This design comes from an exercise in tuning for small area on the open sky130 flow, not from production work.
The RTL was checked by simulation tests, not by an equivalence proof against the original design.
The flow treats the clock pin as an ideal source. Dropping or thinning the clock tree relies on that and would not hold on a real chip.

==> inputs of run R <==
// piano_master
module piano_master #(parameter CLKS_PER_BIT = 16)
    (
        input  i_Clock,
        input  i_Reset,
        input  i_RX_Serial,
        output o_TX_Serial
    );
    localparam [7:0]  MQ = 8'hff;
    localparam [7:0]  MC = 8'hff;
    localparam [4:0]  MJ = 5'h1f;
    localparam [4:0]  MP = 5'h0;
    localparam [0:0]  MA = 1'h0;
    localparam [0:0]  MZ = 1'h0;
    localparam [11:0] ML = 12'hfff;
    reg  [7:0] rq_s;
    wire [7:0] rq = rq_s ^ MQ;
    reg        rm;                   
    wire r_startchk = ~|{rq[7:4], rq[2:0]};             
    wire r_done     = rq[7] & rq[4] & rq[3] & rq[0];     
    wire r_samp     = (rq[3:0] == 4'b1000) & (rq[7] ? ~rq[4] : |rq[6:4]);
    reg  [4:0]  P_s;                 
    reg         a_s;                 
    reg  [11:0] L_s;                 
    wire [4:0]  P = P_s ^ MP;
    wire        z = (P == 5'd1);     
    wire        a = a_s ^ MA;
    wire [11:0] L = L_s ^ ML;
    wire [7:0]  expsel = {~z, 1'b0, P[4:1], P[0] & ~z, 1'b0};   
    wire        expbit = ~rq[7] & expsel[rq[6:4]];
    wire [4:0]  note = a ? {~(P[4] ^ P[2]), P[4:1]} : 5'b10000;
    always @(posedge i_Clock) begin
        if (i_Reset | (i_RX_Serial & r_startchk) | r_done)
            rq_s <= 8'd0 ^ MQ;
        else
            rq_s <= (rq + 8'd1) ^ MQ;
        rm <= (rq != 8'd0) & (rm | (r_samp & (i_RX_Serial ^ expbit)));
    end
    reg  [7:0] tc_s;
    reg  [4:0] tj_s;
    wire [7:0] tc = tc_s ^ MC;
    wire [4:0] tj = tj_s ^ MJ;
  ...
==> module piano_master, before the edit <==
module piano_master #(parameter CLKS_PER_BIT = 16)
    (
        input  i_Clock,
        input  i_Reset,
        input  i_RX_Serial,
        output o_TX_Serial
    );
    localparam [7:0]  MQ = 8'hff;
    localparam [7:0]  MC = 8'hff;
    localparam [4:0]  MJ = 5'h1f;
    localparam [4:0]  MP = 5'h0;
    localparam [0:0]  MA = 1'h0;
    localparam [0:0]  MZ = 1'h0;
    localparam [11:0] ML = 12'hfff;
    reg  [7:0] rq_s;
    wire [7:0] rq = rq_s ^ MQ;
    reg        rm;                   
    wire r_startchk = ~|{rq[7:4], rq[2:0]};             
    wire r_done     = rq[7] & rq[4] & rq[3] & rq[0];     
    wire r_samp     = (rq[3:0] == 4'b1000) & (rq[7] ? ~rq[4] : |rq[6:4]);
    reg  [4:0]  P_s;                 
    reg         a_s;                 
    reg  [11:0] L_s;                 
    wire [4:0]  P = P_s ^ MP;
    wire        z = (P == 5'd1);     
    wire        a = a_s ^ MA;
    wire [11:0] L = L_s ^ ML;
    wire [7:0]  expsel = {~z, 1'b0, P[4:1], P[0] & ~z, 1'b0};   
    wire        expbit = ~rq[7] & expsel[rq[6:4]];
    wire [4:0]  note = a ? {~(P[4] ^ P[2]), P[4:1]} : 5'b10000;
    always @(posedge i_Clock) begin
        if (i_Reset | (i_RX_Serial & r_startchk) | r_done)
            rq_s <= 8'd0 ^ MQ;
        else
            rq_s <= (rq + 8'd1) ^ MQ;
        rm <= (rq != 8'd0) & (rm | (r_samp & (i_RX_Serial ^ expbit)));
    end
    reg  [7:0] tc_s;
    reg  [4:0] tj_s;
    wire [7:0] tc = tc_s ^ MC;
    wire [4:0] tj = tj_s ^ MJ;
    wire t_wait = tc[7] & ~tc[6] & tc[4] & ~tc[0];
    wire t_recv = tc[7] & ~tc[6] & tc[4] &  tc[0];
    wire t_end  = (tj == 5'd2) | (tj == 5'd6);    
    wire [12:0] tinc = {tj, tc} + 13'd1;
    reg [7:0] rom;
    always @* begin
        case (tj)
            5'd0: rom = 8'h0d;
            5'd1: rom = 8'h0a;
            5'd3: rom = {3'b010, P};   
            5'd4: rom = 8'h0d;
            5'd5: rom = 8'h0a;
            5'd13: rom = 8'h50;
            5'd14: rom = 8'h79;
            5'd15: rom = 8'h35;
            5'd16: rom = 8'h65;
            5'd17: rom = 8'h72;
            5'd18: rom = 8'h31;
            5'd19: rom = 8'h61;
            5'd20: rom = 8'h6c;
            5'd21: rom = 8'h5f;
            5'd22: rom = 8'h69;
            5'd23: rom = 8'h73;
            5'd24: rom = 8'h5f;
            5'd25: rom = 8'h61;
            5'd26: rom = 8'h77;
            5'd27: rom = 8'h39;
            5'd28: rom = 8'h73;
            5'd29: rom = 8'h30;
            5'd30: rom = 8'h4d;
            5'd31: rom = 8'h65;
            default: rom = 8'h00;
        endcase
    end
    assign o_TX_Serial = tc[7] ? ~(tc[6] & tc[5] & tc[4]) : rom[tc[6:4]];
    wire correct = ~rm;
    wire term    = correct & (L == 12'd0) & a & (|P[3:0]);
    wire Lfb     = ~(L[11] ^ L[5] ^ L[3] ^ L[0]);
    always @(posedge i_Clock) begin
        if (i_Reset) begin
            tc_s <= 8'd237 ^ MC;
            tj_s <= 5'd5 ^ MJ;
            a_s  <= 1'b0 ^ MA;
            L_s  <= 12'd0 ^ ML;
            P_s  <= 5'd1 ^ MP;
        end else begin
            if (t_recv | (t_wait & ~t_end))
                tc_s <= 8'd237 ^ MC;
            else if (t_wait & ~r_done)
                tc_s <= 8'd144 ^ MC;
            else
                {tj_s, tc_s} <= tinc ^ {MJ, MC};
            if (t_recv) begin
                tj_s <= (term ? 5'd12 : 5'd2) ^ MJ;
                a_s  <= (correct & ~term) ^ MA;
                L_s  <= ((correct & ~term) ? {L[10:0], Lfb} : 12'd0) ^ ML;
                if (~term)
                    P_s <= (z ? 5'd0 : note) ^ MP;
            end
        end
    end
endmodule
Settings: LEC_CHECK=0, CAP_MARGIN=0, CORE_MARGIN=2, CORE_UTILIZATION=45, PLACE_DENSITY=0.9, SLEW_MARGIN=0; clock period 10.0 ns.
standard.sh (not shown) runs the stock make flow with config.mk's settings and CLKGATE_MAP_FILE= SYNTH_SCRIPT=/design/flow/synth_recipe.tcl, a recipe that flattens the netlist after the stock synthesis.
==> flow/flow/run.sh <==
#!/bin/bash
# Layout flow: the standard flow, with three changes.
#  1. After the standard synthesis, the combinational logic is re-mapped with a stronger ABC
#     script (flow/resyn.tcl, flow/deep.script; the smallest of several deepsyn seeds is kept);
#     every register keeps its instance, name and cell.
#  2. Ports are buffered with buf_1 instead of the default buffer.
#  3. CTS is replaced by a few clock buffers driven by the clock port, each driving one cluster
#     of register clock pins (flow/cts_hook.tcl).
# Each tool's output goes to a log file of its own in this folder.
set -euo pipefail
F=$(pwd)
R=$F/orfs/results/$FLOW_PLATFORM/piano_master/base
LIB=$FLOW_HOME/platforms/$FLOW_PLATFORM/lib/sky130_fd_sc_hd__tt_025C_1v80.lib
CLKBUF_CELL=sky130_fd_sc_hd__clkbuf_8
CLKBUF_COUNT=3
RESYN_SEEDS=16
[ -f flow/clk.cfg ] && source flow/clk.cfg

bash standard.sh synth > log_1_synth.log 2>&1
cp $R/1_2_yosys.v $F/std_1_2_yosys.v
bash flow/resyn_best.sh $F/std_1_2_yosys.v $F/resyn_1_2_yosys.v $LIB $FLOW_TOP $RESYN_SEEDS 4 > log_1_resyn.log 2>&1
cp $F/resyn_1_2_yosys.v $R/1_2_yosys.v
rm -f $R/1_synth.odb
bash standard.sh BUFFER_PORTS_ARGS="-buffer_cell sky130_fd_sc_hd__buf_1" \
  PRE_CTS_TCL=$F/flow/cts_hook.tcl CLKBUF_CELL=$CLKBUF_CELL CLKBUF_COUNT=$CLKBUF_COUNT \
  finish > log_2_layout.log 2>&1
==> flow/flow/clk.cfg <==
CLKBUF_CELL=sky130_fd_sc_hd__buf_4; CLKBUF_COUNT=4
Other scripts of this flow, unchanged in this note and not shown: flow/flow/cts_hook.tcl, flow/flow/deep.script, flow/flow/resyn.tcl, flow/flow/resyn_best.sh
==> run H (differences from run R) <==
--- a/flow/design.v
+++ b/flow/design.v
@@ -6,7 +6,7 @@
         input  i_RX_Serial,
         output o_TX_Serial
     );
-    localparam [7:0]  MQ = 8'hff;
+    localparam [7:0]  MQ = 8'h0;
     localparam [7:0]  MC = 8'hff;
     localparam [4:0]  MJ = 5'h1f;
     localparam [4:0]  MP = 5'h0;
@@ -42,7 +42,7 @@
     wire [4:0] tj = tj_s ^ MJ;
     wire t_wait = tc[7] & ~tc[6] & tc[4] & ~tc[0];
     wire t_recv = tc[7] & ~tc[6] & tc[4] &  tc[0];
-    wire t_end  = (tj == 5'd2) | (tj == 5'd6);    
+    wire t_end  = ~tj[4] & ~tj[3] & tj[1] & ~tj[0];      
     wire [12:0] tinc = {tj, tc} + 13'd1;
     reg [7:0] rom;
     always @* begin
==> flow/flow/clk.cfg (replaced) <==
CLKBUF_CELL=sky130_fd_sc_hd__clkbuf_4; CLKBUF_COUNT=4
Settings changed: CAP_MARGIN 0 to 20, CORE_UTILIZATION 45 to 80, SLEW_MARGIN 0 to 20.
==> impl_metrics.ini <==
[global_routing]
use_met1_pct = 23.3
use_met2_pct = 27.9

[yosys]
avgSynthCellArea_um2 = 7.75

[power_and_ir_drop]
power_w = 0.000244

[floorplan]
taps = 48

[timing]
max_slew_margin_pct = 39.9

[status]
status = complete, no violations
The numbers above come from run R.

==> impl_metrics.ini <==
[global_routing]
use_met2_pct = 65.4
use_met1_pct = 45.7
grt_pass1_wl_um = 7250

[floorplan]
taps = 28

[yosys]
avgSynthCellArea_um2 = 7.86

[timing]
max_slew_margin_pct = 51.4

[critical_path]
end_kind = primary output
r2r-end = tj_s[3]

[placed_design]
hpwlAfterDp_um = 2920

[power_and_ir_drop]
leakagePower_nw = 0.644

[status]
status = complete, no violations
The numbers above come from run H.

In every run of this note, the design's own scripts or RTL, not TritonCTS, make the clock network.

## static timing again, ports no longer ideal
The flow's constraints put no driver on any port. The routed layouts listed below were extracted and timed again, unchanged, in two steps. Step 1: set_driving_cell puts a clkbuf_16 on i_Clock and a buf_2 on each other input, an assumption about the parent block. Step 2 also shifts input and output timing later by t, the mid clock arrival at the registers, as if the neighbouring blocks saw the same clock. Three values: ideal ports, drivers, drivers and shift; two values: the first two.
run	t, ns	setup WS [ns]	worst setup path at the end	slew at the worst register clock pin (ns)	worst slew at a driven data input, ns
run R	0.171	5.783 / 5.737 / 5.908	register to output	0.11 / 0.11	0.03
run H	0.204	5.649 / 5.609 / 5.813	register to output	0.12 / 0.12	0.03
After both steps setup and hold are still met in every run listed.
